What follows belongs to an exercise in optimizing a design on an open flow for small area and a short achievable clock period; a production flow would make more cautious choices. Where RTL was checked, it was by simulation tests only, not by an equivalence proof against the original.

==> job 2987: inputs <==
// UnaryMultiplier
module UnaryMultiplier
#(
    parameter INPUT_WIDTH = 32,
    parameter COUNT_WIDTH = $clog2(INPUT_WIDTH + 1),
    parameter EPSILON = 8
)
(
    input logic a,
    input logic b,
    input logic [1:0] ready,
    input logic clk,
    input logic reset,
    output logic valid,
    output logic y
);
==> module UnaryMultiplier, before the edit <==
module UnaryMultiplier
#(
    parameter INPUT_WIDTH = 32,
    parameter COUNT_WIDTH = $clog2(INPUT_WIDTH + 1),
    parameter EPSILON = 8
)
(
    input logic a,
    input logic b,
    input logic [1:0] ready,
    input logic clk,
    input logic reset,
    output logic valid,
    output logic y
);
    logic [5:0]  a_ones, b_ones, a_upper, b_upper, y_count;
    logic [5:0]  g_lower;    
    logic [5:0]  f_upper;    
    logic [10:0] d_upper, d_lower;
    logic        ea, eb, za, zb;
    logic        near_l, near_u, emit, bit1, done;
    logic        up, dn;     
    logic [5:0]  ab_ones, ab_upper;
    logic [6:0]  hl, hu;
    logic [10:0] dl, du;
    logic [5:0]  yc;
    logic [3:0]  hg, hp;
    logic        c4, neg;
    always_comb begin
        ea = ready[0] & a;
        za = ready[0] & ~a;
        eb = ready[1] & b;
        zb = ready[1] & ~b;
        ab_ones = a_ones + b_ones + 6'd1;
        ab_upper = a_upper + b_upper - 6'd1;
        case ({g_lower[5:4], dn, up})
            4'b00_10: hl = 7'd1;
            4'b00_01: hl = 7'h7f;
            4'b01_10: hl = 7'd2;
            4'b01_01: hl = 7'd0;
            4'b10_10: hl = 7'd3;
            4'b10_01: hl = 7'd1;
            4'b11_10: hl = 7'd4;
            4'b11_01: hl = 7'd2;
            default:  hl = {5'd0, g_lower[5:4]};
        endcase
        dl = d_lower + {hl, g_lower[3:0]};
        case ({f_upper[5:4], dn, up})
            4'b11_10: hu = 7'h7d;
            4'b11_01: hu = 7'h7b;
            4'b10_10: hu = 7'h7e;
            4'b10_01: hu = 7'h7c;
            4'b01_10: hu = 7'h7f;
            4'b01_01: hu = 7'h7d;
            4'b00_10: hu = 7'h00;
            4'b00_01: hu = 7'h7e;
            default:  hu = {5'h1f, ~f_upper[5:4]};
        endcase
        du = d_upper + {hu, ~f_upper[3:0]} + 11'd1;
        yc = y_count + (up | dn);
        done = yc[5];
        near_l = ~dl[10] | (&dl[9:7]);                              
        near_u = du[10] | (~|du[9:8] & (~du[7] | ~|du[6:4]));       
        hg = du[7:4] & dl[7:4];
        hp = du[7:4] ^ dl[7:4];
        c4 = hg[3] | (hp[3] & hg[2]) | (hp[3] & hp[2] & hg[1]) | (hp[3] & hp[2] & hp[1] & hg[0]);
        neg = (du[8] & dl[8]) | ((du[8] ^ dl[8]) & ~c4);
        bit1 = near_l & (~near_u | ~neg);
        emit = ~done & (near_l | near_u);
    end
    always_ff @(posedge clk or negedge reset) begin
        if (!reset) begin
            a_ones <= 0;
            b_ones <= 0;
            a_upper <= 6'd32;
            b_upper <= 6'd32;
            g_lower <= 0;
            f_upper <= 0;
            y_count <= 0;
            d_lower <= 11'h600;    
            d_upper <= 11'h200;    
            y <= 1'b0;
            valid <= 1'b0;
            up <= 1'b0;
            dn <= 1'b0;
        end else begin
            a_ones <= a_ones + ea;
            b_ones <= b_ones + eb;
            a_upper <= a_upper - za;
            b_upper <= b_upper - zb;
            g_lower <= ({6{ea & ~eb}} & b_ones) | ({6{eb & ~ea}} & a_ones) | ({6{ea & eb}} & ab_ones);
            f_upper <= ({6{za & ~zb}} & b_upper) | ({6{zb & ~za}} & a_upper) | ({6{za & zb}} & ab_upper);
            y_count <= yc;
            d_lower <= dl;
            d_upper <= du;
            valid <= emit;
            y <= bit1;
            up <= emit & bit1;
            dn <= emit & ~bit1;
        end
    end
endmodule
Settings: LEC_CHECK=0, CAP_MARGIN=20, CORE_MARGIN=2, CORE_UTILIZATION=40, PLACE_DENSITY=0.6, SLEW_MARGIN=20; clock period 8.0 ns.
standard.sh (not shown) runs the stock make flow with config.mk's settings and CLKGATE_MAP_FILE= SYNTH_SCRIPT=/design/flow/synth_recipe.tcl, a recipe that flattens the netlist after the stock synthesis.
==> flow/flow/run.sh <==
#!/bin/bash
# The standard layout, except that:
#  - synthesis maps the logic with flow/abc_speed.script (three rounds of
#    &syn2/&dch/&nf) instead of ORFS's ABC script; the rest of synthesis,
#    and so the registers, are ORFS's as run by standard.sh;
#  - the ports get plain buf_2 buffers;
#  - timing repair aims at a setup slack of SETUP_SLACK_MARGIN.
set -e
rm -rf scripts_alt
cp -r "$FLOW_HOME/scripts" scripts_alt
cp flow/abc_speed.script scripts_alt/abc_speed.script
export BUFFER_PORTS_ARGS="-buffer_cell sky130_fd_sc_hd__buf_2"
export SETUP_SLACK_MARGIN=5.3
bash standard.sh SCRIPTS_DIR="$PWD/scripts_alt" synth > synth.log 2>&1
bash standard.sh > standard.log 2>&1
==> flow/flow/abc_speed.script <==
&get -n
&st
&syn2
&dch
&nf
&st
&syn2
&dch
&nf
&st
&syn2
&dch
&nf
&put
buffer -c
topo
stime -c
upsize -c
dnsize -c
==> inputs of job 6767, as changes to job 2987 <==
--- a/flow/design.v
+++ b/flow/design.v
@@ -20,5 +20,4 @@
     logic        ea, eb, za, zb;
     logic        near_l, near_u, emit, bit1, done;
-    logic        up, dn;     
     logic [5:0]  ab_ones, ab_upper;
     logic [6:0]  hl, hu;
@@ -34,29 +33,29 @@
         ab_ones = a_ones + b_ones + 6'd1;
         ab_upper = a_upper + b_upper - 6'd1;
-        case ({g_lower[5:4], dn, up})
+        case ({g_lower[5:4], valid, y})
             4'b00_10: hl = 7'd1;
-            4'b00_01: hl = 7'h7f;
+            4'b00_11: hl = 7'h7f;
             4'b01_10: hl = 7'd2;
-            4'b01_01: hl = 7'd0;
+            4'b01_11: hl = 7'd0;
             4'b10_10: hl = 7'd3;
-            4'b10_01: hl = 7'd1;
+            4'b10_11: hl = 7'd1;
             4'b11_10: hl = 7'd4;
-            4'b11_01: hl = 7'd2;
+            4'b11_11: hl = 7'd2;
             default:  hl = {5'd0, g_lower[5:4]};
         endcase
         dl = d_lower + {hl, g_lower[3:0]};
-        case ({f_upper[5:4], dn, up})
+        case ({f_upper[5:4], valid, y})
             4'b11_10: hu = 7'h7d;
-            4'b11_01: hu = 7'h7b;
+            4'b11_11: hu = 7'h7b;
             4'b10_10: hu = 7'h7e;
-            4'b10_01: hu = 7'h7c;
+            4'b10_11: hu = 7'h7c;
             4'b01_10: hu = 7'h7f;
-            4'b01_01: hu = 7'h7d;
+            4'b01_11: hu = 7'h7d;
             4'b00_10: hu = 7'h00;
-            4'b00_01: hu = 7'h7e;
+            4'b00_11: hu = 7'h7e;
             default:  hu = {5'h1f, ~f_upper[5:4]};
         endcase
         du = d_upper + {hu, ~f_upper[3:0]} + 11'd1;
-        yc = y_count + (up | dn);
+        yc = y_count + valid;
         done = yc[5];
         near_l = ~dl[10] | (&dl[9:7]);                              
@@ -82,6 +81,4 @@
             y <= 1'b0;
             valid <= 1'b0;
-            up <= 1'b0;
-            dn <= 1'b0;
         end else begin
             a_ones <= a_ones + ea;
@@ -96,6 +93,4 @@
             valid <= emit;
             y <= bit1;
-            up <= emit & bit1;
-            dn <= emit & ~bit1;
         end
     end
==> inputs of job 9035, as changes to job 2987 <==
--- a/flow/design.v
+++ b/flow/design.v
@@ -20,5 +20,4 @@
     logic        ea, eb, za, zb;
     logic        near_l, near_u, emit, bit1, done;
-    logic        up, dn;     
     logic [5:0]  ab_ones, ab_upper;
     logic [6:0]  hl, hu;
@@ -34,29 +33,29 @@
         ab_ones = a_ones + b_ones + 6'd1;
         ab_upper = a_upper + b_upper - 6'd1;
-        case ({g_lower[5:4], dn, up})
+        case ({g_lower[5:4], valid, y})
             4'b00_10: hl = 7'd1;
-            4'b00_01: hl = 7'h7f;
+            4'b00_11: hl = 7'h7f;
             4'b01_10: hl = 7'd2;
-            4'b01_01: hl = 7'd0;
+            4'b01_11: hl = 7'd0;
             4'b10_10: hl = 7'd3;
-            4'b10_01: hl = 7'd1;
+            4'b10_11: hl = 7'd1;
             4'b11_10: hl = 7'd4;
-            4'b11_01: hl = 7'd2;
+            4'b11_11: hl = 7'd2;
             default:  hl = {5'd0, g_lower[5:4]};
         endcase
         dl = d_lower + {hl, g_lower[3:0]};
-        case ({f_upper[5:4], dn, up})
+        case ({f_upper[5:4], valid, y})
             4'b11_10: hu = 7'h7d;
-            4'b11_01: hu = 7'h7b;
+            4'b11_11: hu = 7'h7b;
             4'b10_10: hu = 7'h7e;
-            4'b10_01: hu = 7'h7c;
+            4'b10_11: hu = 7'h7c;
             4'b01_10: hu = 7'h7f;
-            4'b01_01: hu = 7'h7d;
+            4'b01_11: hu = 7'h7d;
             4'b00_10: hu = 7'h00;
-            4'b00_01: hu = 7'h7e;
+            4'b00_11: hu = 7'h7e;
             default:  hu = {5'h1f, ~f_upper[5:4]};
         endcase
         du = d_upper + {hu, ~f_upper[3:0]} + 11'd1;
-        yc = y_count + (up | dn);
+        yc = y_count + valid;
         done = yc[5];
         near_l = ~dl[10] | (&dl[9:7]);                              
@@ -82,6 +81,4 @@
             y <= 1'b0;
             valid <= 1'b0;
-            up <= 1'b0;
-            dn <= 1'b0;
         end else begin
             a_ones <= a_ones + ea;
@@ -96,6 +93,4 @@
             valid <= emit;
             y <= bit1;
-            up <= emit & bit1;
-            dn <= emit & ~bit1;
         end
     end
==> flow/run.sh (new file) <==
#!/bin/bash
# synth_recipe.tcl (not shown) runs the flow's synth.tcl, then flattens the netlist and writes it again
# the make line also repeats each setting of config.mk as NAME=value (left out here)
make -C /OpenROAD-flow-scripts/flow DESIGN_CONFIG=/design/flow/config.mk WORK_HOME=/design/flow/orfs CLKGATE_MAP_FILE= SYNTH_SCRIPT=/design/flow/synth_recipe.tcl finish
Settings changed: ABC_AREA from default to 1, SETUP_SLACK_MARGIN from default to 5.
removed: flow/flow/run.sh
removed: flow/flow/abc_speed.script
removed: flow/standard.sh
==> notes <==
The highest area after synthesis belongs to job 9035, the lowest to job 6767.
Between job 2987 and job 9035, the lower register-to-register slack is in job 2987 (gap 0.38 ns).
Against job 2987, the worst hold slack of job 6767 is worse by 0.0017 ns.
Sequential cell count is the same in job 9035 and job 6767.
The RTL of job 2987 was laid out without a check of its function.

==> what the ideal ports hide <==
Ports are ideal in the flow. The routed layouts listed here were re-timed in OpenROAD.
Step 1 (the two cells are an assumption about what drives the block):
set clk [get_ports {clk}]
set_driving_cell -lib_cell sky130_fd_sc_hd__clkbuf_16 $clk
set_driving_cell -lib_cell sky130_fd_sc_hd__buf_2 [delete_from_list [all_inputs] $clk]
Step 2 also shifts input and output timing later by t, the mid clock arrival at the registers, as if the neighbouring blocks saw the same clock.
Slacks: no drivers / after step 1 / after step 2; pairs: no drivers / after step 1.
run | shift t [ns] | setup WS [ns] | hold WS [ns] | worst register clock-pin slew, ns
job 2987 | 0.376 | 4.957 / 4.957 / 4.957 | 0.474 / 0.474 / 0.474 | 0.08 / 0.08
job 6767 | 0.376 | 5.389 / 5.359 / 5.085 | 0.472 / 0.472 / 0.472 | 0.08 / 0.08
job 9035 | 0.370 | 5.086 / 5.054 / 4.892 | 0.467 / 0.467 / 0.467 | 0.08 / 0.08
After both steps setup and hold are still met in every run listed. The setup slack of job 6767, which loses most, moves by -0.030 ns with the drivers and by -0.304 ns with both steps.
